Context: an optimization exercise on an open-source flow, tuned for small area. The choices shown serve that exercise and are no tape-out recipe. In this exercise RTL edits were held to simulation tests only and were not proved equivalent to the original. Power and IR drop assume default switching activity.

## build 60
==> flow/design.v <==
module add_seg #(parameter W = 16, parameter B = 4) (
	input [W-1:0] a,
	input [W-1:0] b,
	input ci,
	output [W-1:0] s
);
localparam NB = (W + B - 1) / B;
wire [W:0] c;
wire [NB:0] bc;               
assign bc[0] = ci;
genvar k, j;
generate
	for (k = 0; k < NB - 1; k = k + 1) begin : blk
		wire [B:0] gg;            
		wire [B:0] pp;            
		assign gg[0] = 1'b0;
		assign pp[0] = 1'b1;
		for (j = 0; j < B; j = j + 1) begin : bt
			assign gg[j+1] = a[k*B+j] & b[k*B+j] | (a[k*B+j] | b[k*B+j]) & gg[j];
			assign pp[j+1] = (a[k*B+j] | b[k*B+j]) & pp[j];
		end
		assign bc[k+1] = gg[B] | pp[B] & bc[k];
	end
	for (k = 0; k < W; k = k + 1) begin : bits
		wire cin = (k % B == 0) ? bc[k / B] : c[k];
		assign s[k] = a[k] ^ b[k] ^ cin;
		assign c[k+1] = a[k] & b[k] | a[k] & cin | b[k] & cin;
	end
endgenerate
endmodule
module inc #(parameter W = 12) (
	input [W-1:0] a,
	output [W-1:0] s,
	output co
);
wire [W:0] c;
assign c[0] = 1'b1;
genvar k;
generate
	for (k = 0; k < W; k = k + 1) begin : bits
		assign s[k] = a[k] ^ c[k];
		assign c[k+1] = a[k] & c[k];
	end
endgenerate
assign co = c[W];
endmodule
module dec #(parameter W = 12) (
	input [W-1:0] a,
	output [W-1:0] s
);
wire [W:0] b;
assign b[0] = 1'b1;
genvar k;
generate
	for (k = 0; k < W; k = k + 1) begin : bits
		assign s[k] = a[k] ^ b[k];
		assign b[k+1] = ~a[k] & b[k];
	end
endgenerate
endmodule
module LCG(
    input CLK,
    input rst,
    input LCG_sig,
    input [11:0] number,
    output reg [15:0] sum,
    output reg Ready
);
reg [15:0] N;
reg fN, fS;
reg [1:0] c;       
reg [8:0] i;
wire step = c[1];
wire [15:0] q = ({16{c[0]}} & {N[14:0], 1'b0}) | ({16{step}} & sum);
wire [15:0] s;
add_seg #(.W(16), .B(8)) add(.a(N), .b(q), .ci(~c[1] & ~c[0]), .s(s));
wire [8:0] i1;
wire i1c;
inc #(.W(9)) inci(.a(i), .s(i1), .co(i1c));
wire hit = {2'b0, i1c, i1} == number;      
always @(posedge CLK)
begin
	if (rst)
	begin
		c <= 2'd0;
		N <= 16'd7573;     
		fN <= 1'b1;
		fS <= 1'b0;
		sum <= 16'd0;
		i <= 9'd0;
		Ready <= 1'b0;
	end
	else
	begin
		c <= {c[0], ~c[1] & ~c[0]};
		N <= step ? (N | {16{~fN}}) : s;
		if (step)
		begin
			sum <= fS ? s : 16'd0;
			fN <= LCG_sig;
			fS <= LCG_sig;
			i <= LCG_sig ? (hit ? i : i1) : 9'd0;
			Ready <= hit;
		end
	end
end
endmodule
module kirin_cpu(
	input clk,
	input rst,
	input [15:0] mem_rdata,
	output [11:0] mem_addr,
	output [15:0] mem_wdata,
	output mem_we,
	input [15:0] fib_rdata,
	output [11:0] fib_addr,
	output [15:0] fib_wdata,
	output fib_we,
	output [15:0] acc_out,
	output [15:0] lcg_sum
);
reg e1, e2;                  
wire fetch = ~e1 & ~e2;
reg [11:0] IR;               
reg [1:0] irc;               
reg [11:0] PC;
reg [15:0] ACC;
reg count_en;                
reg lkl_rdy;
reg [15:0] num1;             
reg [15:0] num2;
reg [11:0] fa;               
reg [2:0] st;
reg D;                       
reg wren;
reg [11:0] bsf;
wire LCG_Ready;
wire fready;
wire [3:0] op = count_en ? 4'hD : mem_rdata[15:12];
wire oLDA = op == 4'h0, oSTA = op == 4'h1, oADD = op == 4'h2, oSUB = op == 4'h3;
wire oJMP = op == 4'h4, oJMI = op == 4'h5, oJEQ = op == 4'h6;
wire oLDI = op == 4'h8, oLSL = op == 4'h9, oLSR = op == 4'hA, oFIB = op == 4'hB;
wire oLCG = op == 4'hC, oLKL = op == 4'hD;
wire EQ = ACC == 16'd0;
wire MI = ACC[15];
wire LCG_sig = e1 & oLCG;
wire LKL_sig = e1 & oLKL;
wire fib_act = e1 & oFIB;
wire Loop = e1 & (oFIB & ~fready | oLCG & ~LCG_Ready | oLKL & ~lkl_rdy);
wire Extra = oLDA | oADD | oSUB | oFIB | oLKL;
wire sload = e1 & (oJMP | oJMI & MI | oJEQ & EQ);
wire cnt_en = e2 | e1 & (oSTA | oJMI & ~MI | oJEQ & ~EQ | oLDI | oLSR | oLSL | oLCG & LCG_Ready);
wire [11:0] operand = mem_rdata[11:0];
wire [11:0] prev = num1[11:0];
wire match = count_en & (IR[11:8] == mem_rdata[15:12]);
wire [11:0] lkl_addr = match ? prev : count_en ? mem_rdata[11:0] : {4'b0, mem_rdata[7:0]};
wire sel_op = e1 & (oLDA | oSTA | oADD | oSUB | oJMP | oJEQ & EQ | oJMI & MI);
assign mem_addr = LKL_sig ? lkl_addr : sel_op ? operand : PC;
assign mem_we = e1 & oSTA | e2 & (irc == 2'd3);
assign mem_wdata = ACC;
assign acc_out = ACC;
wire dsub = e2 & (irc == 2'd0);
wire [15:0] fib_a, fib_b;
wire [15:0] addsub;
wire lda2 = e2 & (irc == 2'd2);
add_seg #(.W(16), .B(4)) add(.a(e1 ? fib_a : lda2 ? 16'd0 : ACC), .b(e1 ? fib_b : mem_rdata ^ {16{dsub}}), .ci(~e1 & dsub), .s(addsub));
wire [11:0] pc1;
wire pc1c;
inc #(.W(12)) pc_inc(.a(PC), .s(pc1), .co(pc1c));
always @(posedge clk)
begin
	if (rst)
	begin
		e1 <= 1'b0;
		e2 <= 1'b0;
		PC <= 12'd0;
		ACC <= 16'd0;
	end
	else
	begin
		e1 <= fetch | Loop;
		e2 <= e1 & Extra & ~Loop;
		if (sload)
			PC <= operand;
		else if (cnt_en)
			PC <= pc1;
		if (e1)
		begin
			if (oLDI)
				ACC <= {4'b0, mem_rdata[11:0]};
			else if (oLSR)
				ACC <= {1'b0, ACC[15:1]};
			else if (oLSL)
				ACC <= {ACC[14:0], 1'b0};
		end
		else if (e2)
		begin
			case (irc)
			2'd2, 2'd1: ACC <= addsub;
			2'd0: ACC <= lkl_rdy ? {4'b0, prev} : addsub;
			default: ;
			endcase
		end
	end
end
always @(posedge clk)
begin
	if (e1 & ~count_en)
	begin
		IR <= mem_rdata[11:0];
		irc <= {~(mem_rdata[15] ^ mem_rdata[13]), mem_rdata[13] & (mem_rdata[15] | ~mem_rdata[12])};
	end
	count_en <= LKL_sig;
	lkl_rdy <= LKL_sig & match;
end
LCG lcg(
	.CLK(clk), .rst(rst), .LCG_sig(LCG_sig),
	.number((e1 & ~count_en) ? mem_rdata[11:0] : IR),
	.sum(lcg_sum), .Ready(LCG_Ready)
);
localparam [2:0] IDLE = 3'd0, S1 = 3'd1, S2 = 3'd2, S3 = 3'd3, SF = 3'd4, SG = 3'd5, DONE = 3'd6;
wire [15:0] number = fib_rdata;
wire bsf0 = bsf == 12'd0;
wire n0 = operand == 12'd0;
wire [11:0] fa1;
wire fa1c;
inc #(.W(12)) fa_inc(.a(fa), .s(fa1), .co(fa1c));
wire [11:0] bsfm1;
dec #(.W(12)) bsf_dec(.a(bsf), .s(bsfm1));
wire caseA = operand <= bsf;
wire hit1 = fa1 == operand;
wire loop0 = st == S1;                
wire st_num = st == S2 | st == S3 | st == SF;
assign fib_a = {num1[15:1], num1[0] | st == S2};
assign fib_b = st_num ? number : num2;
wire [15:0] sum = addsub;
assign fready = st == DONE;
assign fib_addr = fa;
assign fib_wdata = num2;
assign fib_we = wren;
always @(posedge clk)
begin
	if (LKL_sig)
	begin
		if (~match)
			num1 <= {4'b0, mem_rdata[11:0]};
		num2 <= 16'd1;
		fa <= 12'd0;
		st <= IDLE;
		wren <= 1'b0;
	end
	else if (~fib_act)
	begin
		num1 <= 16'd0;
		num2 <= 16'd1;
		fa <= 12'd0;
		st <= IDLE;
		wren <= 1'b0;
	end
	else if (caseA)
	begin
		st <= DONE;
		if (bsf0)
		begin
			wren <= 1'b1;
			fa <= 12'd0;
		end
		else
		begin
			wren <= 1'b0;
			fa <= operand;
			if (st == IDLE & ~n0)
				st <= SG;                 
		end
	end
	else if (bsf0)
	begin
		wren <= 1'b1;
		if (loop0 & hit1)
		begin
			st <= SG;                     
			bsf <= operand;
			fa <= operand;
		end
		else
		begin
			fa <= loop0 ? fa1 : fa;
			st <= S1;
			num2 <= sum;
			num1 <= num2;
		end
	end
	else
	begin
		case (st)
		IDLE: begin
			wren <= 1'b0;
			fa <= bsfm1;
			st <= S1;
		end
		S1: begin
			wren <= 1'b0;
			fa <= fa1;
			D <= hit1;
			st <= S2;
		end
		S2: begin
			wren <= 1'b0;
			num1 <= number;
			num2 <= sum;
			st <= S3;
		end
		S3: begin
			wren <= 1'b1;
			num1 <= num2;
			num2 <= sum;
			fa <= fa1;
			D <= hit1;
			st <= SF;
		end
		default: begin
			wren <= 1'b1;
			if (D)
			begin
				fa <= operand;
				bsf <= operand;
				st <= DONE;
				if (st == SF)
					num2 <= num1;
			end
			else
			begin
				if (st != SF)
					num1 <= num2;
				num2 <= sum;
				fa <= fa1;
				D <= hit1;
				st <= SG;
			end
		end
		endcase
	end
	if (rst)
	begin
		num2 <= 16'd1;
		fa <= 12'd0;
		wren <= 1'b1;
		bsf <= 12'd0;
	end
end
endmodule
export LEC_CHECK = 0
export CAP_MARGIN = 5
export CORE_MARGIN = 2
export CORE_UTILIZATION = 75
export CTS_BUF_LIST = sky130_fd_sc_hd__clkbuf_8
export SLEW_MARGIN = 5
create_clock -name core_clock -period 6.0 [get_ports {clk}]
standard.sh (not shown) runs the stock make flow with config.mk's settings and CLKGATE_MAP_FILE= SYNTH_SCRIPT=/design/flow/synth_recipe.tcl, a recipe that flattens the netlist after the stock synthesis.
==> flow/flow/run.sh <==
#!/bin/bash
# The standard layout (the standard.sh, unchanged synthesis), except that
# the input and output ports are buffered with the smallest buffer, buf_1,
# instead of the resizer's default choice.
set -euo pipefail
export BUFFER_PORTS_ARGS="-buffer_cell sky130_fd_sc_hd__buf_1"
bash standard.sh > standard.log 2>&1
[inputs] build 50 vs build 60
- changing SLEW_MARGIN from 5 to 20
- changing CAP_MARGIN from 5 to 20
- changing CORE_UTILIZATION from 75 to 85
==> flow/flow/run.sh <==
#!/bin/bash
# The standard layout (the standard.sh, unchanged synthesis), except:
# - the input and output ports are buffered with the smallest buffer, buf_1,
#   instead of the resizer's default choice;
# - clock tree synthesis inserts no dummy loads (extra inverters hung on the
#   clock nets only to balance them).
set -euo pipefail
export BUFFER_PORTS_ARGS="-buffer_cell sky130_fd_sc_hd__buf_1"
export CTS_ARGS="-sink_clustering_enable -repair_clock_nets -buf_list sky130_fd_sc_hd__clkbuf_8 -dont_use_dummy_load"
bash standard.sh > standard.log 2>&1
==> comparison <==
- Build 50 reports its first element of the critical path as st[1] while build 60 reports lcg.c[1].
- In the flow results for build 60 and build 50, the sum of met2 wire segment lengths after detailed routing is larger on build 50.
- Build 60 → build 50: average detailed-routed wire length per instance climbed 18%, minimum setup slack among reg-to-reg paths dropped 0.16 ns.
--- input diff build 50..build 77 ---
- CTS_CLUSTER_SIZE newly set to 10
- CORE_UTILIZATION changed from 85 to 60
==> flow/flow/run.sh <==
#!/bin/bash
# The standard layout (the standard.sh, unchanged synthesis), except that
# the input and output ports are buffered with the smallest buffer, buf_1,
# instead of the resizer's default choice.
set -euo pipefail
export BUFFER_PORTS_ARGS="-buffer_cell sky130_fd_sc_hd__buf_1"
bash standard.sh > standard.log 2>&1
[summary]
- Higher initial antenna violation count goes to build 77 over build 50.
- Fmax on build 77 is ahead of build 50.
- The hold slack in build 77 sits 0.026 ns below the value recorded for build 50.
- Between build 50 and build 77, the flow reports critical path depth increasing by a few percent.
- Build 77 vs. build 50: signed area change from the synthesized netlist to the final layout moved up; total routing resource utilization after global routing moved down; fraction of met3 tracks used by global routing moved down; routed wire length moved down.
- Build 77 vs build 50 — final area rose about 2.4%.
diff inputs: build 77 => build 62
- removing CTS_CLUSTER_SIZE (formerly 10)
- changing CORE_UTILIZATION from 60 to 75
==> flow/flow/run.sh <==
#!/bin/bash
# The standard layout (the standard.sh, unchanged synthesis), except:
# - the input and output ports are buffered with the smallest buffer, buf_1,
#   instead of the resizer's default choice;
# - clock tree synthesis inserts no dummy loads (extra inverters hung on the
#   clock nets only to balance them).
set -euo pipefail
export BUFFER_PORTS_ARGS="-buffer_cell sky130_fd_sc_hd__buf_1"
export CTS_ARGS="-sink_clustering_enable -repair_clock_nets -buf_list {sky130_fd_sc_hd__clkbuf_4 sky130_fd_sc_hd__clkbuf_8} -dont_use_dummy_load"
bash standard.sh > standard.log 2>&1
[summary]
- Final worst hold slack is lower on build 77
- Of build 62 and build 77, build 62 shows the higher number of search-and-repair iterations in the first detailed-routing pass, with build 77 below it.
- Build 62 against build 77; overall power of the completed layout is down by a little under 10%.
- Share of the core filled with cells: build 62 higher than build 77
- Relative to build 77, headroom to the max-slew limit decreased by 3.5 points in build 62.
- Xor and xnor fraction of the mapped netlist area: build 62 vs build 77 identical

separate check: timing with driven ports:
Ports are ideal in the flow. The routed layouts listed here were re-timed in OpenROAD.
Step 1: set_driving_cell puts a clkbuf_16 on clk and a buf_2 on each other input, an assumption about the parent block.
Step 2 moves the port delays by t, midway between the first and last clock arrival at a register: inputs arrive t later, outputs are due t later. That takes back most of the time a late clock gives input paths.
a / b / c = ideal / step 1 / step 2; a / b = the first two.
run | shift t [ns] | setup WS [ns] | worst hold slack (ns) | slew at the worst register clock pin (ns) | worst data-port slew with drivers (ns)
build 60 | 0.508 | 0.568 / 0.568 / 0.568 | 0.488 / 0.488 / 0.488 | 0.11 / 0.11 | 0.04
build 50 | 0.524 | 0.406 / 0.406 / 0.288 | 0.508 / 0.508 / 0.508 | 0.10 / 0.10 | 0.05
build 77 | 0.518 | 0.537 / 0.537 / 0.531 | 0.482 / 0.482 / 0.482 | 0.11 / 0.11 | 0.04
build 62 | 0.486 | 0.532 / 0.532 / 0.488 | 0.487 / 0.487 / 0.487 | 0.10 / 0.10 | 0.05
After both steps every run listed still meets setup and hold. The setup slack of build 50, which loses most, moves by 0.000 ns with the drivers and by -0.118 ns with both steps.
